Source: an optimization exercise on an open RTL-to-GDS flow (aim: small area, a short achievable clock period and few clock cycles per item). Production flows keep margins and buffers that such runs may drop.
RTL that was checked went through simulation tests only; none was proved equivalent to the original.

oak:
==> flow/design.v (excerpt) <==
module Milestone1 (
		input logic Clock,
		input logic Resetn,
		input logic Start,
		output logic Stop,
		output logic   [17:0]   SRAM_address,
		output logic   [15:0]   SRAM_write_data,
		output logic            SRAM_we_n,
		input  logic   [15:0]   SRAM_read_data
);
export LEC_CHECK = 0
export CAP_MARGIN = 20
export CORE_MARGIN = 2
export CORE_UTILIZATION = 30
export CTS_CLUSTER_DIAMETER = 140
export CTS_CLUSTER_SIZE = 24
export PLACE_DENSITY = 0.5
export SLEW_MARGIN = 20
create_clock -name core_clock -period 13.0 [get_ports {Clock}]
standard.sh (not shown) runs the stock make flow with config.mk's settings and CLKGATE_MAP_FILE= SYNTH_SCRIPT=/design/flow/synth_recipe.tcl, a recipe that flattens the netlist after the stock synthesis.
==> flow/flow/run.sh <==
#!/bin/bash
set -euo pipefail
export SETUP_SLACK_MARGIN=9.3
export TNS_END_PERCENT=10
export BUFFER_PORTS_ARGS="-buffer_cell sky130_fd_sc_hd__buf_4"
bash standard.sh > standard.log 2>&1
Testbench counts of oak, summed over its fixed seeds: cycles 774,832, frames 4.
For pine, these inputs were changed with respect to oak:
==> flow/flow/run.sh <==
#!/bin/bash
set -euo pipefail
export SETUP_SLACK_MARGIN=9.3
export TNS_END_PERCENT=100
export BUFFER_PORTS_ARGS="-buffer_cell sky130_fd_sc_hd__buf_4"
bash standard.sh > standard.log 2>&1
### Flow results
oak has a lower design area than pine.
Summary of pine over oak: maximum clock skew at final layout now sits at about the same level.
--- input diff pine..birch ---
==> flow/flow/run.sh <==
#!/bin/bash
set -euo pipefail
export SETUP_SLACK_MARGIN=9.3
export TNS_END_PERCENT=10
export BUFFER_PORTS_ARGS="-buffer_cell sky130_fd_sc_hd__buf_2"
bash standard.sh > standard.log 2>&1
- Fmax shrinks slightly when moving from pine to birch.
- First-pass GRT wire length was higher in the run labelled pine.
- Compared with pine, in birch signed area change from the synthesized netlist to the final layout now smaller.
Edits applied to the flow inputs when going from birch to maple:
Settings: PLACE_DENSITY: 0.5 -> 0.75; CORE_UTILIZATION: 30 -> 55.
==> flow/flow/run.sh <==
#!/bin/bash
set -euo pipefail
export SETUP_SLACK_MARGIN=9.3
export TNS_END_PERCENT=10
export BUFFER_PORTS_ARGS="-buffer_cell sky130_fd_sc_hd__buf_4"
bash standard.sh > standard.log 2>&1
### Flow results
Delta(number of clock buffer instances in the layout, maple - birch) > 0
birch → maple: worst-case headroom to the max-slew limit fell by 0.49 points; basic-gate share of the synthesized area counting and, or, nand and nor cells stayed essentially flat; cell area fell by 560 µm²; critical path depth rose by 12; area growth from synthesis to final layout fell by 2.3 points.
Taking birch as the reference, in maple overall routed net length fell about 9%; share of final-layout standard cells stronger than drive strength 1 fell 0.70 points.

* * *

Another version of the RTL of Milestone1 (not shown whole).
Size in the first run: ~420 flip-flops, ~24000 um2 of cells after synthesis.
==> flow/config.mk <==
export PLATFORM = sky130hd
export DESIGN_NAME = Milestone1
export DESIGN_NICKNAME = Milestone1
export VERILOG_FILES = /design/flow/design.v
export SDC_FILE = /design/flow/constraint.sdc
export NUM_CORES = 4
export LEC_CHECK = 0
export CAP_MARGIN = 20
export CORE_MARGIN = 2
export CORE_UTILIZATION = 30
export CTS_CLUSTER_DIAMETER = 140
export CTS_CLUSTER_SIZE = 24
export PLACE_DENSITY = 0.5
export SLEW_MARGIN = 20
==> flow/constraint.sdc <==
create_clock -name core_clock -period 13.0 [get_ports {Clock}]
set_input_delay 2.6000 -clock core_clock [delete_from_list [all_inputs] [get_ports {Clock}]]
set_output_delay 2.6000 -clock core_clock [all_outputs]
set_load 0.01 [all_outputs]
==> flow/flow/run.sh <==
#!/bin/bash
set -euo pipefail
export SETUP_SLACK_MARGIN=9.3
export TNS_END_PERCENT=10
export BUFFER_PORTS_ARGS="-buffer_cell sky130_fd_sc_hd__buf_4"
bash standard.sh > standard.log 2>&1
The starting point passed the timing, DRC and antenna checks.
Testbench counts at the start, summed over its fixed seeds: cycles 774,832, frames 4.
Next try:
==> flow/flow/run.sh (replaced) <==
#!/bin/bash
set -euo pipefail
export SETUP_SLACK_MARGIN=9.3
export TNS_END_PERCENT=10
export BUFFER_PORTS_ARGS="-buffer_cell sky130_fd_sc_hd__buf_2"
bash standard.sh > standard.log 2>&1
--- a/flow/config.mk
+++ b/flow/config.mk
@@ -9,6 +9,6 @@
 export CORE_MARGIN = 2
-export CORE_UTILIZATION = 30
+export CORE_UTILIZATION = 55
 export CTS_CLUSTER_DIAMETER = 140
 export CTS_CLUSTER_SIZE = 24
-export PLACE_DENSITY = 0.5
+export PLACE_DENSITY = 0.75
 export SLEW_MARGIN = 20
After rerunning: Die area came out lower by about 45%; design area falls by 2.4%; setup slack is better by 0.075 ns; wire length went down by about 10%; utilization increases by 26 points.

* * *

## v23
Another version of the RTL of Milestone1 (not shown whole).
For scale: roughly 2,300 cells after synthesis, ~420 flip-flops, about 55 I/O pins, ~25,000 um^2 of cells after synthesis.
==> flow/config.mk <==
export PLATFORM = sky130hd
export DESIGN_NAME = Milestone1
export DESIGN_NICKNAME = Milestone1
export VERILOG_FILES = /design/flow/design.v
export SDC_FILE = /design/flow/constraint.sdc
export NUM_CORES = 4
export LEC_CHECK = 0
export CAP_MARGIN = 20
export CORE_MARGIN = 2
export CORE_UTILIZATION = 30
export PLACE_DENSITY = 0.5
export SLEW_MARGIN = 20
==> flow/constraint.sdc <==
create_clock -name core_clock -period 13.0 [get_ports {Clock}]
set_input_delay 2.6000 -clock core_clock [delete_from_list [all_inputs] [get_ports {Clock}]]
set_output_delay 2.6000 -clock core_clock [all_outputs]
set_load 0.01 [all_outputs]
==> flow/flow/run.sh <==
#!/bin/bash
set -euo pipefail
export SETUP_SLACK_MARGIN=9.3
export BUFFER_PORTS_ARGS="-buffer_cell sky130_fd_sc_hd__buf_4"
bash standard.sh > standard.log 2>&1
Testbench counts of v23, summed over its fixed seeds: cycles 774,832, frames 4.
Changes in v37 relative to v23:
==> flow/flow/run.sh <==
#!/bin/bash
set -euo pipefail
export SETUP_SLACK_MARGIN=9.3
export TNS_END_PERCENT=10
export BUFFER_PORTS_ARGS="-buffer_cell sky130_fd_sc_hd__buf_4"
bash standard.sh > standard.log 2>&1
[summary]
v37 finished every stage and its layout cleared the timing, DRC and antenna checks.
The slew at the pin closest to its max-slew limit on v37 is in line with that on v23.
Compare v37 and v23 | non-clock buffer count higher: v23
Relative to v23, final worst-path setup slack has increased by 5.6 ps in v37.
Lower utilization was reported by v37, not v23.
v37 vs. v23: fraction of met3 tracks used by global routing shows no meaningful change, clock period minus worst slack shows a reduction of 5.6 ps, layout overhead on the synthesized area shows a reduction of 1.7 points.

* * *

Milestone1, a different RTL version from the one above (not shown whole).
Size in the first run: ~2300 cells after synthesis, ~380 flip-flops.
clock: 13.0 ns
lec_check: 0
cap_margin: 20
core_margin: 2
core_utilization: 30
place_density: 0.5
slew_margin: 20
==> flow/flow/run.sh <==
#!/bin/bash
set -euo pipefail
export SETUP_SLACK_MARGIN=9.3
export BUFFER_PORTS_ARGS="-buffer_cell sky130_fd_sc_hd__buf_4"
bash standard.sh > standard.log 2>&1
The baseline went through all stages and came out clean.
Testbench counts at the start, summed over its fixed seeds: cycles 774,832, frames 4.
Rerun with:
==> flow/run.sh (new file) <==
#!/bin/bash
# synth_recipe.tcl (not shown) runs the flow's synth.tcl, then flattens the netlist and writes it again
# the make line also repeats each setting of config.mk as NAME=value (left out here)
make -C /OpenROAD-flow-scripts/flow DESIGN_CONFIG=/design/flow/config.mk WORK_HOME=/design/flow/orfs CLKGATE_MAP_FILE= SYNTH_SCRIPT=/design/flow/synth_recipe.tcl finish
removed: flow/flow/run.sh
removed: flow/standard.sh
Result: The changed run finished with timing, DRC and antenna clean; wire length shrinks by 3.8%; final cell count shrinks by 1.8%; die area is unchanged; hold slack degrades by 0.0039 ns; worst setup slack degrades by 0.82 ns; via count shrinks by 2.0%; core utilization shrinks by 1.8 points.

* * *

== alpha ==
Milestone1, a different RTL version from the one above (not shown whole).
Size in the first run: about 3000 cells after synthesis, about 26000 sq um of cells after synthesis.
clock: 13.0 ns
lec_check: 0
abc_area: 1
cap_margin: 20
core_margin: 2
core_utilization: 30
cts_cluster_diameter: 150
cts_cluster_size: 30
place_density: 0.5
slew_margin: 20
==> flow/flow/run.sh <==
#!/bin/bash
set -euo pipefail
export SETUP_SLACK_MARGIN=9.3
export TNS_END_PERCENT=10
export BUFFER_PORTS_ARGS="-buffer_cell sky130_fd_sc_hd__buf_4"
bash standard.sh > standard.log 2>&1
alpha: all stages complete, timing, DRC and antenna checks passed
Relative to alpha, the following input files were edited for beta:
- CTS_CLUSTER_DIAMETER no longer set, was 150
- CTS_CLUSTER_SIZE no longer set, was 30
## What came out
In terms of mean instance size in the synthesized netlist, alpha and beta differ only marginally. Comparing beta with alpha, the share of the clock period used by the worst path came out essentially unchanged. Cmp beta vs alpha: number of clock buffer instances in the layout higher in beta. Last element of the critical path = SRAM_address[0]: alpha; last element of the critical path = SRAM_address[3]: beta. From alpha to beta the numbers moved as follows: fmax shows no meaningful change; total global-route track usage shows an increase of 0.25 points.
No functional check of the RTL was part of any run of this note.

* * *

Setup of run 1:
Milestone1, a different RTL version from the one above (not shown whole).
For scale: ~55 I/O pins.
==> flow/config.mk <==
export PLATFORM = sky130hd
export DESIGN_NAME = Milestone1
export DESIGN_NICKNAME = Milestone1
export VERILOG_FILES = /design/flow/design.v
export SDC_FILE = /design/flow/constraint.sdc
export NUM_CORES = 4
export LEC_CHECK = 0
export CAP_MARGIN = 20
export CORE_MARGIN = 2
export CORE_UTILIZATION = 55
export CTS_CLUSTER_DIAMETER = 140
export CTS_CLUSTER_SIZE = 24
export PLACE_DENSITY = 0.75
export SLEW_MARGIN = 20
export SYNTH_HIERARCHICAL = 1
==> flow/constraint.sdc <==
create_clock -name core_clock -period 13.0 [get_ports {Clock}]
set_input_delay 2.6000 -clock core_clock [delete_from_list [all_inputs] [get_ports {Clock}]]
set_output_delay 2.6000 -clock core_clock [all_outputs]
set_load 0.01 [all_outputs]
==> flow/flow/run.sh <==
#!/bin/bash
set -euo pipefail
export SETUP_SLACK_MARGIN=9.3
export TNS_END_PERCENT=10
export BUFFER_PORTS_ARGS="-buffer_cell sky130_fd_sc_hd__buf_2"
bash standard.sh > standard.log 2>&1
Looking at the reports, run 1 completed the entire flow and the layout it produced met the timing, DRC and antenna checks.
Testbench counts of run 1, summed over its fixed seeds: cycles 774,832, frames 4.
> inputs changed (run 1 -> run 2)
--- a/flow/flow/run.sh
+++ b/flow/flow/run.sh
@@ -3 +3 @@
-export SETUP_SLACK_MARGIN=9.3
+export SETUP_SLACK_MARGIN=9.5
## What came out
- Between run 1 and run 2, the flow reports sum of routed wire length over all layers increasing slightly.
- Via count, run 2 and run 1: higher on run 2
- Run 2 against run 1: synthesized area closely matched the old numbers, cell area after placement closely matched the old numbers, number of global-route vias before repair decreased by 0.93% relative to the old numbers, least setup slack across all paths after layout decreased by 0.016 ns relative to the old numbers.
- Taking run 1 as the reference, in run 2 final worst hold slack higher, number of placement rows flat.
Relative to run 2, the following input files were edited for run 3:
- swapping 0.75 for 0.5 in PLACE_DENSITY
- swapping 55 for 30 in CORE_UTILIZATION
==> flow/flow/run.sh <==
#!/bin/bash
set -euo pipefail
export SETUP_SLACK_MARGIN=9.3
export TNS_END_PERCENT=10
export BUFFER_PORTS_ARGS="-buffer_cell sky130_fd_sc_hd__buf_4"
bash standard.sh > standard.log 2>&1
## What came out
Taking run 2 as the reference, in run 3 clock latency of the later-clocked register in the worst-skew pair held steady, post-route standard cell area excluding fillers grew by 350 µm², number of clock buffers in the layout shrank by 1.

separate check: timing with driven ports:
The flow's constraints put no driver on any port. The routed layouts listed below were extracted and timed again, unchanged, in two steps.
Step 1 (the two cells are an assumption about what drives the block):
set clk [get_ports {Clock}]
set_driving_cell -lib_cell sky130_fd_sc_hd__clkbuf_16 $clk
set_driving_cell -lib_cell sky130_fd_sc_hd__buf_2 [delete_from_list [all_inputs] $clk]
Step 2 times the ports against the registers' clock, not the clock port: input delays grow and output delays shrink by t, the midpoint of the rising clock arrivals with the driver on.
Slacks: ideal / step 1 / step 2; pairs: ideal / step 1.
| run | shift t [ns] | setup WS [ns] | worst setup path after step 2 | worst data-port slew with drivers (ns) | pins driven straight from the clock port |
|---|---|---|---|---|---|
| oak | 0.625 | 9.280 / 9.222 / 9.366 | register to register | 0.04 | 1 |
| pine | 0.625 | 9.279 / 9.221 / 9.372 | register to register | 0.04 | 1 |
| birch | 0.623 | 9.265 / 9.204 / 9.354 | register to register | 0.03 | 1 |
| maple | 0.604 | 9.225 / 9.225 / 9.225 | register to register | 0.04 | 1 |
| the first run of note 2 | 0.641 | 9.182 / 9.182 / 9.182 | register to register | 0.03 | 1 |
| the second run of note 2 | 0.615 | 9.257 / 9.232 / 9.257 | register to register | 0.04 | 1 |
| v23 | 0.631 | 9.198 / 9.137 / 9.223 | input, reset recovery | 0.05 | 1 |
| v37 | 0.631 | 9.204 / 9.143 / 9.231 | input, reset recovery | 0.05 | 1 |
| the first run of note 4 | 0.641 | 8.739 / 8.739 / 8.739 | register to register | 0.04 | 1 |
| the second run of note 4 | 0.641 | 7.923 / 7.923 / 7.923 | register to register | 0.04 | 1 |
| alpha | 0.625 | 9.229 / 9.166 / 9.346 | input, reset recovery | 0.06 | 1 |
| beta | 0.664 | 9.222 / 9.152 / 9.322 | input, reset recovery | 0.06 | 1 |
| run 1 | 0.595 | 9.313 / 9.259 / 9.378 | register to register | 0.03 | 1 |
| run 2 | 0.597 | 9.297 / 9.242 / 9.308 | register to register | 0.03 | 1 |
| run 3 | 0.611 | 9.278 / 9.221 / 9.362 | register to register | 0.04 | 1 |
After both steps setup and hold are still met in every run listed. The worst setup slack also covers recovery checks on asynchronous resets.
